This design comes from an exercise in tuning for small area on the open sky130 flow, not from production work. Only simulation tests tie the RTL to the original design; equivalence was not proved.

==> inputs of run P <==
Design sobel_window, start of the top module:
module sobel_window (
  input  wire        clk,
  input  wire        n_rst,
  input  wire        start_shift,
  input  wire        start_read,
  input  wire [1:0]  shift_direc,
  input  wire [7:0]  data_r,
  input  wire [3:0]  count,
  input  wire        start_calculations,
  input  wire        start_t_grad,
  output wire [3:0]  count_o,
  output wire        read_done,
  output wire        shift_done,
  output wire [71:0] window,
  output wire        h_done,
  output wire        v_done,
  output wire [7:0]  g
);
==> module total_gradient, before the edit <==
module total_gradient
(
  input  wire [10:0] sa,
  input  wire [10:0] sb,
  input  wire        en,
  output wire [7:0]  g
);
  wire okA = ~sa[10] & sa[9] & (sa[8] ^ sa[7]) & (sa[8] | (|sa[6:0]));
  wire okB = ~sb[10] & sb[9] & (sb[8] ^ sb[7]) & (sb[8] | (|sb[6:0]));
  wire sat = ~(okA & okB);
  wire sA = sa[7];
  wire sB = sb[7];
  wire [6:0] a, nb;
  genvar i;
  generate
    for (i = 0; i < 7; i = i + 1) begin : g_x
      assign a[i]  = sa[i] ^ sA;
      assign nb[i] = ~(sb[i] ^ sB);
    end
  endgenerate
  wire [7:0] c;
  assign c[0] = sA | ~sB;
  generate
    for (i = 0; i < 7; i = i + 1) begin : g_cmp
      maj3 u_maj (.a(a[i]), .b(nb[i]), .c(c[i]), .y(c[i+1]));
    end
  endgenerate
  wire ge = c[7];
  wire [6:0] m0;
  generate
    for (i = 0; i < 7; i = i + 1) begin : g_sel
      assign m0[i] = (ge & a[i]) | (~ge & ~nb[i]);
    end
  endgenerate
  wire ms = ge ? sA : sB;
  wire [7:0] k;
  wire [6:0] m;
  assign k[0] = ms;
  generate
    for (i = 0; i < 7; i = i + 1) begin : g_inc
      ha1 u_ha (.a(m0[i]), .b(k[i]), .s(m[i]), .co(k[i+1]));
    end
  endgenerate
  assign g[0] = en & sat;
  assign g[7:1] = {7{en}} & ({7{sat}} | m);
endmodule
==> module windowBuffer, before the edit <==
module windowBuffer
(
  input  wire        n_rst,
  input  wire        clk,
  input  wire        start_shift,
  input  wire        start_read,
  input  wire [1:0]  shift_direc,
  input  wire [7:0]  data_r,
  input  wire [3:0]  count,
  output wire [3:0]  count_o,
  output wire        read_done,
  output wire        shift_done,
  output wire [0:8][7:0] windowBufferOut
);
  reg [0:8][7:0] windowBuffer;
  wire [0:8][7:0] windowBufferNext;
  wire rd = start_read & ~start_shift;
  wire sh = start_shift & ~start_read;
  wire d0 = ~shift_direc[1] & ~shift_direc[0];
  wire d1 = ~shift_direc[1] &  shift_direc[0];
  wire d2 =  shift_direc[1] & ~shift_direc[0];
  wire d3 =  shift_direc[1] &  shift_direc[0];
  wire sl = sh & d1;
  wire sr = sh & d2;
  wire sd = sh & d3;
  wire [15:0] c;
  genvar j;
  generate
    for (j = 0; j < 16; j = j + 1) begin : g_c
      assign c[j] = (count == j);
    end
  endgenerate
  wire [8:0] w;
  assign w[0] = rd & ((d0 & c[6]) | (d2 & c[2]) | (d3 & c[0]));
  assign w[1] = rd & ((d0 & c[7]) | (d3 & c[1]));
  assign w[2] = rd & ((d0 & c[8]) | (~d0 & ~d2 & c[2]));
  assign w[3] = rd & ((d0 & c[3]) | (d2 & c[1]));
  assign w[4] = rd & d0 & c[4];
  assign w[5] = rd & ((d0 & c[5]) | (d1 & c[1]));
  assign w[6] = rd & ~shift_direc[0] & c[0];
  assign w[7] = rd & d0 & c[1];
  assign w[8] = rd & ((d0 & c[2]) | (d1 & c[0]));
  wire cnt_low = ~count[3] & ~count[2] & ~(count[1] & count[0]);
  wire valid = cnt_low | (d0 & (~count[3] | c[8]) );
  wire clr = rd & ~valid;
  wire busy = sl | sr | sd | clr;
  wire [8:0] h = ~({9{busy}} | w);
  ao_sel #(3) u_n0 (.s({h[0], sl, w[0]}),         .x({windowBuffer[0], windowBuffer[1], data_r}),                   .y(windowBufferNext[0]));
  ao_sel #(4) u_n1 (.s({h[1], sl, sr, w[1]}),     .x({windowBuffer[1], windowBuffer[2], windowBuffer[0], data_r}),  .y(windowBufferNext[1]));
  ao_sel #(3) u_n2 (.s({h[2], sr, w[2]}),         .x({windowBuffer[2], windowBuffer[1], data_r}),                   .y(windowBufferNext[2]));
  ao_sel #(4) u_n3 (.s({h[3], sl, sd, w[3]}),     .x({windowBuffer[3], windowBuffer[4], windowBuffer[0], data_r}),  .y(windowBufferNext[3]));
  ao_sel #(5) u_n4 (.s({h[4], sl, sr, sd, w[4]}), .x({windowBuffer[4], windowBuffer[5], windowBuffer[3], windowBuffer[1], data_r}), .y(windowBufferNext[4]));
  ao_sel #(4) u_n5 (.s({h[5], sr, sd, w[5]}),     .x({windowBuffer[5], windowBuffer[4], windowBuffer[2], data_r}),  .y(windowBufferNext[5]));
  ao_sel #(4) u_n6 (.s({h[6], sl, sd, w[6]}),     .x({windowBuffer[6], windowBuffer[7], windowBuffer[3], data_r}),  .y(windowBufferNext[6]));
  ao_sel #(5) u_n7 (.s({h[7], sl, sr, sd, w[7]}), .x({windowBuffer[7], windowBuffer[8], windowBuffer[6], windowBuffer[4], data_r}), .y(windowBufferNext[7]));
  ao_sel #(4) u_n8 (.s({h[8], sr, sd, w[8]}),     .x({windowBuffer[8], windowBuffer[7], windowBuffer[5], data_r}),  .y(windowBufferNext[8]));
  always_ff @(negedge n_rst, posedge clk)
    if (n_rst == 1'b0)
      windowBuffer <= '0;
    else
      windowBuffer <= windowBufferNext;
  assign count_o[0] = rd & ~count[0];
  assign count_o[1] = rd & (count[1] ^ count[0]);
  assign count_o[2] = rd & (count[2] ^ (count[1] & count[0]));
  assign count_o[3] = rd & (count[3] ^ (count[2] & count[1] & count[0]));
  assign read_done = rd;
  assign shift_done = sh & (shift_direc != 2'b00);
  assign windowBufferOut = windowBuffer;
endmodule
==> module ao_sel, before the edit <==
module ao_sel #(parameter N = 5)
(
  input  wire [N-1:0]       s,
  input  wire [N-1:0][7:0]  x,
  output wire [7:0]         y
);
  integer k;
  reg [7:0] acc;
  always_comb begin
    acc = 8'd0;
    for (k = 0; k < N; k = k + 1)
      acc = acc | ({8{s[k]}} & x[k]);
  end
  assign y = acc;
endmodule
==> module sub8, before the edit <==
module sub8
(
  input  wire [7:0] a,
  input  wire [7:0] b,
  output wire [8:0] d
);
  wire [8:0] c;
  assign d[0] = a[0] ^ b[0];
  assign c[1] = a[0] | ~b[0];
  genvar i;
  generate
    for (i = 1; i < 8; i = i + 1) begin : g_fa
      fa1 u_fa (.a(a[i]), .b(~b[i]), .c(c[i]), .s(d[i]), .co(c[i+1]));
    end
  endgenerate
  assign d[8] = c[8];
endmodule
export LEC_CHECK = 0
export CAP_MARGIN = 20
export CORE_MARGIN = 2
export CORE_UTILIZATION = 50
export SLEW_MARGIN = 20
export SYNTH_HIERARCHICAL = 1
export SYNTH_MINIMUM_KEEP_SIZE = 0
create_clock -name core_clock -period 12.0 [get_ports {clk}]
standard.sh (not shown) runs the stock make flow with config.mk's settings and CLKGATE_MAP_FILE= SYNTH_SCRIPT=/design/flow/synth_recipe.tcl, a recipe that flattens the netlist after the stock synthesis.
==> flow/flow/run.sh <==
#!/bin/bash
# Own layout flow: the standard layout (standard.sh) with three changes,
# made on a private copy of the ORFS scripts:
#  - Yosys's ABC mapping script drops its buffering and gate up/down-sizing
#    passes (buffer -c, upsize -c, dnsize -c), so gates stay minimum size;
#    timing repair in OpenROAD still sizes what the clock period needs.
#  - port buffers are buf_1 cells instead of the default delay buffer;
#  - clock tree synthesis uses clkbuf_4 cells, clusters of at most 8 sinks and no dummy loads.
# Each tool's full output stays in the ORFS log folder (orfs/logs/...);
# make's own output goes to flow_make.log here.
set -uo pipefail
W=$PWD
rm -rf "$W/scripts_local"
cp -r "$FLOW_HOME/scripts" "$W/scripts_local"
sed -i -e '/^buffer -c$/d' -e '/^upsize -c$/d' -e '/^dnsize -c$/d' "$W/scripts_local/abc_speed.script"
bash standard.sh \
  "SCRIPTS_DIR=$W/scripts_local" \
  "BUFFER_PORTS_ARGS=-buffer_cell sky130_fd_sc_hd__buf_1" \
  "CTS_ARGS=-sink_clustering_enable -repair_clock_nets -buf_list sky130_fd_sc_hd__clkbuf_4 -sink_clustering_size 8 -dont_use_dummy_load" \
  finish > "$W/flow_make.log" 2>&1
rc=$?
tail -40 "$W/flow_make.log"
exit $rc
==> run M: changes against run P <==
--- a/flow/design.v
+++ b/flow/design.v
@@ -160,35 +160,35 @@
   wire sat = ~(okA & okB);
   wire sA = sa[7];
   wire sB = sb[7];
-  wire [6:0] a, nb;
-  genvar i;
-  generate
-    for (i = 0; i < 7; i = i + 1) begin : g_x
-      assign a[i]  = sa[i] ^ sA;
-      assign nb[i] = ~(sb[i] ^ sB);
-    end
-  endgenerate
-  wire [7:0] c;
-  assign c[0] = sA | ~sB;
-  generate
-    for (i = 0; i < 7; i = i + 1) begin : g_cmp
-      maj3 u_maj (.a(a[i]), .b(nb[i]), .c(c[i]), .y(c[i+1]));
+  wire [6:0] oa, ob;
+  assign oa[0] = 1'b0;
+  assign ob[0] = 1'b0;
+  genvar i;
+  generate
+    for (i = 1; i < 7; i = i + 1) begin : g_or
+      assign oa[i] = oa[i-1] | sa[i-1];
+      assign ob[i] = ob[i-1] | sb[i-1];
+    end
+  endgenerate
+  wire [6:0] ua, nub;
+  generate
+    for (i = 0; i < 7; i = i + 1) begin : g_abs
+      assign ua[i]  = sa[i] ^ (sA & oa[i]);
+      assign nub[i] = ~(sb[i] ^ (sB & ob[i]));
+    end
+  endgenerate
+  wire [7:1] c;
+  assign c[1] = ua[0] | nub[0];
+  generate
+    for (i = 1; i < 7; i = i + 1) begin : g_cmp
+      maj3 u_maj (.a(ua[i]), .b(nub[i]), .c(c[i]), .y(c[i+1]));
     end
   endgenerate
   wire ge = c[7];
-  wire [6:0] m0;
+  wire [6:0] m;
   generate
     for (i = 0; i < 7; i = i + 1) begin : g_sel
-      assign m0[i] = (ge & a[i]) | (~ge & ~nb[i]);
-    end
-  endgenerate
-  wire ms = ge ? sA : sB;
-  wire [7:0] k;
-  wire [6:0] m;
-  assign k[0] = ms;
-  generate
-    for (i = 0; i < 7; i = i + 1) begin : g_inc
-      ha1 u_ha (.a(m0[i]), .b(k[i]), .s(m[i]), .co(k[i+1]));
+      assign m[i] = (ge & ua[i]) | (~ge & ~nub[i]);
     end
   endgenerate
   assign g[0] = en & sat;
--- a/flow/flow/run.sh
+++ b/flow/flow/run.sh
@@ -5,7 +5,7 @@
 #    passes (buffer -c, upsize -c, dnsize -c), so gates stay minimum size;
 #    timing repair in OpenROAD still sizes what the clock period needs.
 #  - port buffers are buf_1 cells instead of the default delay buffer;
-#  - clock tree synthesis uses clkbuf_4 cells, clusters of at most 8 sinks and no dummy loads.
+#  - clock tree synthesis uses clkbuf_8 cells and no dummy loads.
 # Each tool's full output stays in the ORFS log folder (orfs/logs/...);
 # make's own output goes to flow_make.log here.
 set -uo pipefail
@@ -16,7 +16,7 @@
 bash standard.sh \
   "SCRIPTS_DIR=$W/scripts_local" \
   "BUFFER_PORTS_ARGS=-buffer_cell sky130_fd_sc_hd__buf_1" \
-  "CTS_ARGS=-sink_clustering_enable -repair_clock_nets -buf_list sky130_fd_sc_hd__clkbuf_4 -sink_clustering_size 8 -dont_use_dummy_load" \
+  "CTS_ARGS=-sink_clustering_enable -repair_clock_nets -buf_list sky130_fd_sc_hd__clkbuf_8 -dont_use_dummy_load" \
   finish > "$W/flow_make.log" 2>&1
 rc=$?
 tail -40 "$W/flow_make.log"
==> run G: changes against run P <==
--- a/flow/design.v
+++ b/flow/design.v
@@ -23,25 +23,32 @@
   wire sl = sh & d1;
   wire sr = sh & d2;
   wire sd = sh & d3;
-  wire [15:0] c;
-  genvar j;
-  generate
-    for (j = 0; j < 16; j = j + 1) begin : g_c
-      assign c[j] = (count == j);
-    end
-  endgenerate
+  wire [3:0] lo, hi;
+  assign lo[0] = ~count[1] & ~count[0];
+  assign lo[1] = ~count[1] &  count[0];
+  assign lo[2] =  count[1] & ~count[0];
+  assign lo[3] =  count[1] &  count[0];
+  assign hi[0] = ~count[3] & ~count[2];
+  assign hi[1] = ~count[3] &  count[2];
+  assign hi[2] =  count[3] & ~count[2];
+  assign hi[3] =  count[3] &  count[2];
+  wire r0 = rd & d0;
+  wire r1 = rd & d1;
+  wire r2 = rd & d2;
+  wire r3 = rd & d3;
+  wire rlo = rd & hi[0];
   wire [8:0] w;
-  assign w[0] = rd & ((d0 & c[6]) | (d2 & c[2]) | (d3 & c[0]));
-  assign w[1] = rd & ((d0 & c[7]) | (d3 & c[1]));
-  assign w[2] = rd & ((d0 & c[8]) | (~d0 & ~d2 & c[2]));
-  assign w[3] = rd & ((d0 & c[3]) | (d2 & c[1]));
-  assign w[4] = rd & d0 & c[4];
-  assign w[5] = rd & ((d0 & c[5]) | (d1 & c[1]));
-  assign w[6] = rd & ~shift_direc[0] & c[0];
-  assign w[7] = rd & d0 & c[1];
-  assign w[8] = rd & ((d0 & c[2]) | (d1 & c[0]));
+  assign w[0] = (r0 & hi[1] & lo[2]) | (r2 & hi[0] & lo[2]) | (r3 & hi[0] & lo[0]);
+  assign w[1] = (r0 & hi[1] & lo[3]) | (r3 & hi[0] & lo[1]);
+  assign w[2] = (r0 & hi[2] & lo[0]) | (rlo & shift_direc[0] & lo[2]);
+  assign w[3] = (r0 & hi[0] & lo[3]) | (r2 & hi[0] & lo[1]);
+  assign w[4] = r0 & hi[1] & lo[0];
+  assign w[5] = (r0 & hi[1] & lo[1]) | (r1 & hi[0] & lo[1]);
+  assign w[6] = rlo & ~shift_direc[0] & lo[0];
+  assign w[7] = r0 & hi[0] & lo[1];
+  assign w[8] = (r0 & hi[0] & lo[2]) | (r1 & hi[0] & lo[0]);
   wire cnt_low = ~count[3] & ~count[2] & ~(count[1] & count[0]);
-  wire valid = cnt_low | (d0 & (~count[3] | c[8]) );
+  wire valid = cnt_low | (d0 & (~count[3] | (hi[2] & lo[0])));
   wire clr = rd & ~valid;
   wire busy = sl | sr | sd | clr;
   wire [8:0] h = ~({9{busy}} | w);
@@ -73,14 +80,33 @@
   input  wire [N-1:0][7:0]  x,
   output wire [7:0]         y
 );
-  integer k;
-  reg [7:0] acc;
-  always_comb begin
-    acc = 8'd0;
-    for (k = 0; k < N; k = k + 1)
-      acc = acc | ({8{s[k]}} & x[k]);
-  end
-  assign y = acc;
+  genvar b;
+  generate
+    for (b = 0; b < 8; b = b + 1) begin : g_bit
+      wire t3n;
+      aoi222 u_t3 (.a1(s[N-1]), .a2(x[N-1][b]), .b1(s[N-2]), .b2(x[N-2][b]), .c1(s[N-3]), .c2(x[N-3][b]), .y(t3n));
+      if (N == 3) begin : g_n3
+        assign y[b] = ~t3n;
+      end else if (N == 4) begin : g_n4
+        wire t1n;
+        nand2m u_t1 (.a(s[0]), .b(x[0][b]), .y(t1n));
+        nand2m u_o (.a(t3n), .b(t1n), .y(y[b]));
+      end else begin : g_n5
+        wire t2n;
+        aoi22 u_t2 (.a1(s[1]), .a2(x[1][b]), .b1(s[0]), .b2(x[0][b]), .y(t2n));
+        nand2m u_o (.a(t3n), .b(t2n), .y(y[b]));
+      end
+    end
+  endgenerate
+endmodule
+module aoi222 (input wire a1, input wire a2, input wire b1, input wire b2, input wire c1, input wire c2, output wire y);
+  assign y = ~((a1 & a2) | (b1 & b2) | (c1 & c2));
+endmodule
+module aoi22 (input wire a1, input wire a2, input wire b1, input wire b2, output wire y);
+  assign y = ~((a1 & a2) | (b1 & b2));
+endmodule
+module nand2m (input wire a, input wire b, output wire y);
+  assign y = ~(a & b);
 endmodule
 module horizontal_gradient
 (
@@ -138,8 +164,8 @@
   output wire [8:0] d
 );
   wire [8:0] c;
-  assign d[0] = a[0] ^ b[0];
-  assign c[1] = a[0] | ~b[0];
+  xor2m u_s0 (.a(a[0]), .b(b[0]), .y(d[0]));
+  ornm  u_c0 (.a(a[0]), .b(b[0]), .y(c[1]));
   genvar i;
   generate
     for (i = 1; i < 8; i = i + 1) begin : g_fa
@@ -147,6 +173,12 @@
     end
   endgenerate
   assign d[8] = c[8];
+endmodule
+module xor2m (input wire a, input wire b, output wire y);
+  assign y = a ^ b;
+endmodule
+module ornm (input wire a, input wire b, output wire y);
+  assign y = a | ~b;
 endmodule
 module total_gradient
 (
@@ -160,35 +192,35 @@
   wire sat = ~(okA & okB);
   wire sA = sa[7];
   wire sB = sb[7];
-  wire [6:0] a, nb;
-  genvar i;
-  generate
-    for (i = 0; i < 7; i = i + 1) begin : g_x
-      assign a[i]  = sa[i] ^ sA;
-      assign nb[i] = ~(sb[i] ^ sB);
-    end
-  endgenerate
-  wire [7:0] c;
-  assign c[0] = sA | ~sB;
-  generate
-    for (i = 0; i < 7; i = i + 1) begin : g_cmp
-      maj3 u_maj (.a(a[i]), .b(nb[i]), .c(c[i]), .y(c[i+1]));
+  wire [6:0] oa, ob;
+  assign oa[0] = 1'b0;
+  assign ob[0] = 1'b0;
+  genvar i;
+  generate
+    for (i = 1; i < 7; i = i + 1) begin : g_or
+      assign oa[i] = oa[i-1] | sa[i-1];
+      assign ob[i] = ob[i-1] | sb[i-1];
+    end
+  endgenerate
+  wire [6:0] ua, nub;
+  generate
+    for (i = 0; i < 7; i = i + 1) begin : g_abs
+      assign ua[i]  = sa[i] ^ (sA & oa[i]);
+      assign nub[i] = ~(sb[i] ^ (sB & ob[i]));
+    end
+  endgenerate
+  wire [7:1] c;
+  assign c[1] = ua[0] | nub[0];
+  generate
+    for (i = 1; i < 7; i = i + 1) begin : g_cmp
+      maj3 u_maj (.a(ua[i]), .b(nub[i]), .c(c[i]), .y(c[i+1]));
     end
   endgenerate
   wire ge = c[7];
-  wire [6:0] m0;
+  wire [6:0] m;
   generate
     for (i = 0; i < 7; i = i + 1) begin : g_sel
-      assign m0[i] = (ge & a[i]) | (~ge & ~nb[i]);
-    end
-  endgenerate
-  wire ms = ge ? sA : sB;
-  wire [7:0] k;
-  wire [6:0] m;
-  assign k[0] = ms;
-  generate
-    for (i = 0; i < 7; i = i + 1) begin : g_inc
-      ha1 u_ha (.a(m0[i]), .b(k[i]), .s(m[i]), .co(k[i+1]));
+      assign m[i] = (ge & ua[i]) | (~ge & ~nub[i]);
     end
   endgenerate
   assign g[0] = en & sat;
--- a/flow/flow/run.sh
+++ b/flow/flow/run.sh
@@ -5,7 +5,7 @@
 #    passes (buffer -c, upsize -c, dnsize -c), so gates stay minimum size;
 #    timing repair in OpenROAD still sizes what the clock period needs.
 #  - port buffers are buf_1 cells instead of the default delay buffer;
-#  - clock tree synthesis uses clkbuf_4 cells, clusters of at most 8 sinks and no dummy loads.
+#  - clock tree synthesis uses clkbuf_8 cells and no dummy loads.
 # Each tool's full output stays in the ORFS log folder (orfs/logs/...);
 # make's own output goes to flow_make.log here.
 set -uo pipefail
@@ -16,7 +16,7 @@
 bash standard.sh \
   "SCRIPTS_DIR=$W/scripts_local" \
   "BUFFER_PORTS_ARGS=-buffer_cell sky130_fd_sc_hd__buf_1" \
-  "CTS_ARGS=-sink_clustering_enable -repair_clock_nets -buf_list sky130_fd_sc_hd__clkbuf_4 -sink_clustering_size 8 -dont_use_dummy_load" \
+  "CTS_ARGS=-sink_clustering_enable -repair_clock_nets -buf_list sky130_fd_sc_hd__clkbuf_8 -dont_use_dummy_load" \
   finish > "$W/flow_make.log" 2>&1
 rc=$?
 tail -40 "$W/flow_make.log"
==> impl_metrics.json <==
{
  "die-area_sq_um": 11900,
  "status": "timing/DRC/antenna clean",
  "clock_latency_ns": 0.35,
  "startpoint": "window_buffer.windowBuffer[56]",
  "fin_area_sq_um": 6280,
  "r2r_start": "window_buffer.windowBuffer[67]",
  "routed-via-count": 5106,
  "crit_path_top_delay_cell": "fa_1",
  "final_cell_count_no_fill": 793,
  "power.density_nw_per_um2": 201,
  "cpMostUsedCell": "fa_1",
  "signal_buffers": 117,
  "hpwlAfterDp_mm": 12.8,
  "layout_common_cells": "buf_1 (106), nand2_1 (102), a222oi_1 (72), dfrtp_1 (72), clkinv_1 (65)",
  "clkCellAreaFrac_pct": 1.97,
  "p_int_uw": 680
}
-- figures above: run G

==> impl_metrics.json <==
{
  "tap_cells": 140,
  "hpwlAfterDp_mm": 13.1,
  "core_area_sq_um": 10900,
  "routed-via-count": 5207,
  "clkTransAtPathRegs_ns": 0.07,
  "p_int_uw": 738,
  "final_cell_count_no_fill": 806,
  "cpMostUsedCell": "fa_1",
  "r2r_start": "window_buffer.windowBuffer[61]",
  "layout_common_cells": "buf_1 (106), a22oi_1 (96), clkinv_1 (77)",
  "ys_seq_area_share_pct": 31.8,
  "clock_latency_ns": 0.37,
  "power.density_nw_per_um2": 216,
  "fin_area_sq_um": 6460,
  "crit_path_top_delay_cell": "fa_1",
  "status": "timing/DRC/antenna clean",
  "clkCellAreaFrac_pct": 1.92,
  "ys_ff_latch": 72,
  "die-area_sq_um": 12200,
  "signal_buffers": 121
}
-- figures above: run M

==> impl_metrics.json <==
{
  "crit_path_top_delay_cell": "fa_2",
  "signal_buffers": 148,
  "routed-via-count": 5144,
  "power.density_nw_per_um2": 285,
  "clock_latency_ns": 0.44,
  "clkCellAreaFrac_pct": 1.01,
  "startpoint": "window_buffer.windowBuffer[56]",
  "r2r_start": "window_buffer.windowBuffer[0]",
  "p_int_uw": 1000,
  "hpwlAfterDp_mm": 13.3,
  "status": "timing/DRC/antenna clean",
  "cpMostUsedCell": "fa_2",
  "fin_area_sq_um": 6660,
  "layout_common_cells": "buf_1 (105), a22oi_1 (96), clkinv_1 (72), dfrtp_1 (72), nand2_1 (59)"
}
-- figures above: run P

## what the ideal ports hide
No port has a modelled driver above. Below, the same layouts with a new extraction and two added sets of constraints. Step 1 (the two cells are an assumption about what drives the block):
set clk [get_ports {clk}]
set_driving_cell -lib_cell sky130_fd_sc_hd__clkbuf_16 $clk
set_driving_cell -lib_cell sky130_fd_sc_hd__buf_2 [delete_from_list [all_inputs] $clk]
Step 2 times the ports against the registers' clock, not the clock port: input delays grow and output delays shrink by t, the midpoint of the rising clock arrivals with the driver on. Three values: ideal ports, drivers, drivers and shift; two values: the first two.
run	t, ns	setup WS [ns]	hold slack, ns	worst setup path at the end
run P	0.465	0.260 / 0.231 / 0.696	0.593 / 0.593 / 0.593	register to output
run M	0.396	0.634 / 0.601 / 0.997	0.575 / 0.575 / 0.575	register to output
run G	0.385	0.705 / 0.670 / 1.054	0.605 / 0.605 / 0.605	register to output
After both steps every run listed still meets setup and hold.
